What follows belongs to an exercise in optimizing a design on an open flow for small area, a short achievable clock period and few clock cycles; a production flow would make more cautious choices. Function was checked by simulation only, so behaviour that the tests miss may differ from the original. No activity file was given, so power comes from the tool's default toggle rates.

## chipmunk
module chipmunk
	#(parameter addrSize = 12)
	(input clk,
	 input reset,
	 input [addrSize-1:0] startPC,
	 input [7:0] dataBus,
	 output [7:0] dataBusWrite,
	 output [addrSize-1:0] addrBus,
	 output weMem,
	 output done);
	function [8:0] add8(input [7:0] a, input [7:0] b, input ci);
		reg [7:0] g, p, gg, pp, g2, p2;
		reg [8:0] c;
		integer i, d;
		begin
			g = a & b;
			p = a ^ b;
			gg = g;
			pp = p;
			for (d = 1; d < 8; d = d * 2) begin
				g2 = gg; p2 = pp;
				for (i = d; i < 8; i = i + 1) begin
					g2[i] = gg[i] | (pp[i] & gg[i-d]);
					p2[i] = pp[i] & pp[i-d];
				end
				gg = g2; pp = p2;
			end
			c[0] = ci;
			c[8:1] = gg | (pp & {8{ci}});
			add8 = {c[8], p ^ c[7:0]};
		end
	endfunction
	function [3:0] inc4(input [3:0] a);
		inc4 = {a[3] ^ (&a[2:0]), a[2] ^ (&a[1:0]), a[1] ^ a[0], !a[0]};
	endfunction
	function [3:0] dec4(input [3:0] a);
		dec4 = {a[3] ^ !(|a[2:0]), a[2] ^ !(|a[1:0]), a[1] ^ !a[0], !a[0]};
	endfunction
	function [11:0] inc12(input [11:0] a);
		integer i;
		begin
			for (i = 0; i < 12; i = i + 1)
  ...
For scale: about 110 flip-flops, ~44 I/O pins.
Settings: LEC_CHECK=0, ABC_AREA=1, CAP_MARGIN=20, CORE_MARGIN=2, CORE_UTILIZATION=55, SETUP_SLACK_MARGIN=2.5, SLEW_MARGIN=20, TNS_END_PERCENT=5; clock period 5.0 ns.
run.sh (not shown) runs the stock make flow with config.mk's settings and CLKGATE_MAP_FILE= SYNTH_SCRIPT=/design/flow/synth_recipe.tcl, a recipe that flattens the netlist after the stock synthesis.
Testbench counts at the start, summed over its fixed seeds: cycles 328,514.
Rerun with:
--- a/flow/design.v
+++ b/flow/design.v
@@ -61,33 +61,34 @@
 	reg [5:0] spReg;
 	reg nFlag, cFlag;
 	reg [7:0] zVal;               
 	wire zFlag = (zVal == 8'd0);
 	reg sF, sO1, sO2, sP1, sP2, sM, sW, sR1, sR2, sBD, sC1, sC2, sPW;
 	reg [11:0] ar;                
 	reg [11:0] pc;                
 	reg [7:0] ir;                 
 	reg irValid;
 	reg [7:0] dr;                 
 	reg [3:0] hr;                 
 	reg rc;                       
+	reg wr;                       
 	reg finished;
 	reg xAluA, xAluX, xAluY, xSub, xUseC;    
 	reg wsA, wsX, wsY, wsD;
 	reg pX, pY;
 	reg pR;                       
 	reg rs;                       
 	reg cx;                       
 	assign addrBus = ar;
-	assign weMem = !(sW || sC1 || sC2);
+	assign weMem = !wr;
 	assign done = finished;
 	wire [5:0] f = ir[7:2];
 	wire [1:0] ss = ir[1:0];
 	wire iBr    = f[5:3] == 3'b111;
 	wire iBsr   = f == 6'h39;
 	wire iRmw   = f[5:3] == 3'b011 && f[0];
 	wire iMem   = !f[5] && f[0] && f != 6'h07;       
 	wire iSt    = f == 6'h21 || f == 6'h23 || f == 6'h25;
 	wire iLdy   = f == 6'h28;
 	wire iSty   = f == 6'h29;
 	wire taken = !f[2] ? (!f[1] || (f[0] == nFlag)) :
 	             (!f[1] ? (f[0] == zFlag) : (f[0] == cFlag));
@@ -180,29 +181,31 @@
 	end
 	wire [11:0] arN = ({12{aInc}} & arInc) |
 	                  ({12{aPC}}  & pc) |
 	                  ({12{aSP}}  & {6'b000111, spN}) |
 	                  ({12{aHB}}  & {hr, dataBus}) |
 	                  ({12{aIdx}} & idxA) |
 	                  ({12{aPtr}} & {4'b0, inc8(dr)}) |
 	                  ({12{aHD}}  & {tgtHi, dr});
 	always @(posedge clk) begin
 		if (!reset) begin
 			{sF, sO1, sO2, sP1, sP2, sM, sW, sR1, sR2, sBD, sC1, sC2, sPW} <= 13'h1000;
 			ar <= startPC;
+			wr <= 1'b0;
 		end else begin
 			{sF, sO1, sO2, sP1, sP2, sM, sW, sR1, sR2, sBD, sC1, sC2, sPW} <=
 				{nF, nO1, nO2, nP1, nP2, nM, nW, nR1, nR2, nBD, nC1, nC2, nPW};
 			if (!aHold)
 				ar <= arN;
+			wr <= nW || nC1 || nC2;
 		end
 	end
 	always @(posedge clk) begin
 		if (!reset)
 			finished <= 1'b0;
 		else if (sF && dataBus == 8'h83)
 			finished <= 1'b1;
 	end
 	always @(posedge clk) begin
 		if (!reset)
 			irValid <= 1'b0;
 		else if (sF)
Effect: The new run completed without violations. Routed wire length grows by 1.6%. Critical path depth grows by 2. Via count is higher by 2.9%. Sequential share of layout area goes down by 0.38 points. Synthesized cell count increases by 1.1%. Register-to-register slack improved by 0.12 ns. Setup slack gains 0.10 ns. Area after synthesis climbs by 0.55%. Design area goes up by 2.3%. Core utilization goes up by 1.5 points. Power climbs by 3.4%. Final cell count went up by 1.7%. Clock skew increases by 0.0037 ns.
Testbench counts after the change, summed over its fixed seeds: cycles 328,514.

-- static timing again, ports no longer ideal --
In the flow no input, the clock included, has a driving cell. The finished layouts below were timed again as built, in two steps.
Step 1 (the two cells are an assumption about what drives the block):
set clk [get_ports {clk}]
set_driving_cell -lib_cell sky130_fd_sc_hd__clkbuf_16 $clk
set_driving_cell -lib_cell sky130_fd_sc_hd__buf_2 [delete_from_list [all_inputs] $clk]
Step 2 adds t to the input delays and takes it off the output delays; t is the mean of the earliest and latest rising clock arrival at the registers after step 1. Input paths then give back, and output paths get back, about the clock's delay inside the block.
a / b / c = no drivers / after step 1 / after step 2; a / b = the first two.
| run | t (ns) | slack for setup (ns) | worst hold slack (ns) | clock arrival spread, ns | worst slew at a driven data input, ns |
|---|---|---|---|---|---|
| the first run | 0.467 | 2.322 / 2.278 / 1.965 | 0.453 / 0.453 / 0.453 | 0.006 / 0.006 | 0.04 |
| the second run | 0.469 | 2.427 / 2.381 / 2.051 | 0.450 / 0.450 / 0.450 | 0.009 / 0.009 | 0.04 |
After both steps every run listed still meets setup and hold. The setup slack of the second run, which loses most, moves by -0.046 ns with the drivers and by -0.376 ns with both steps.
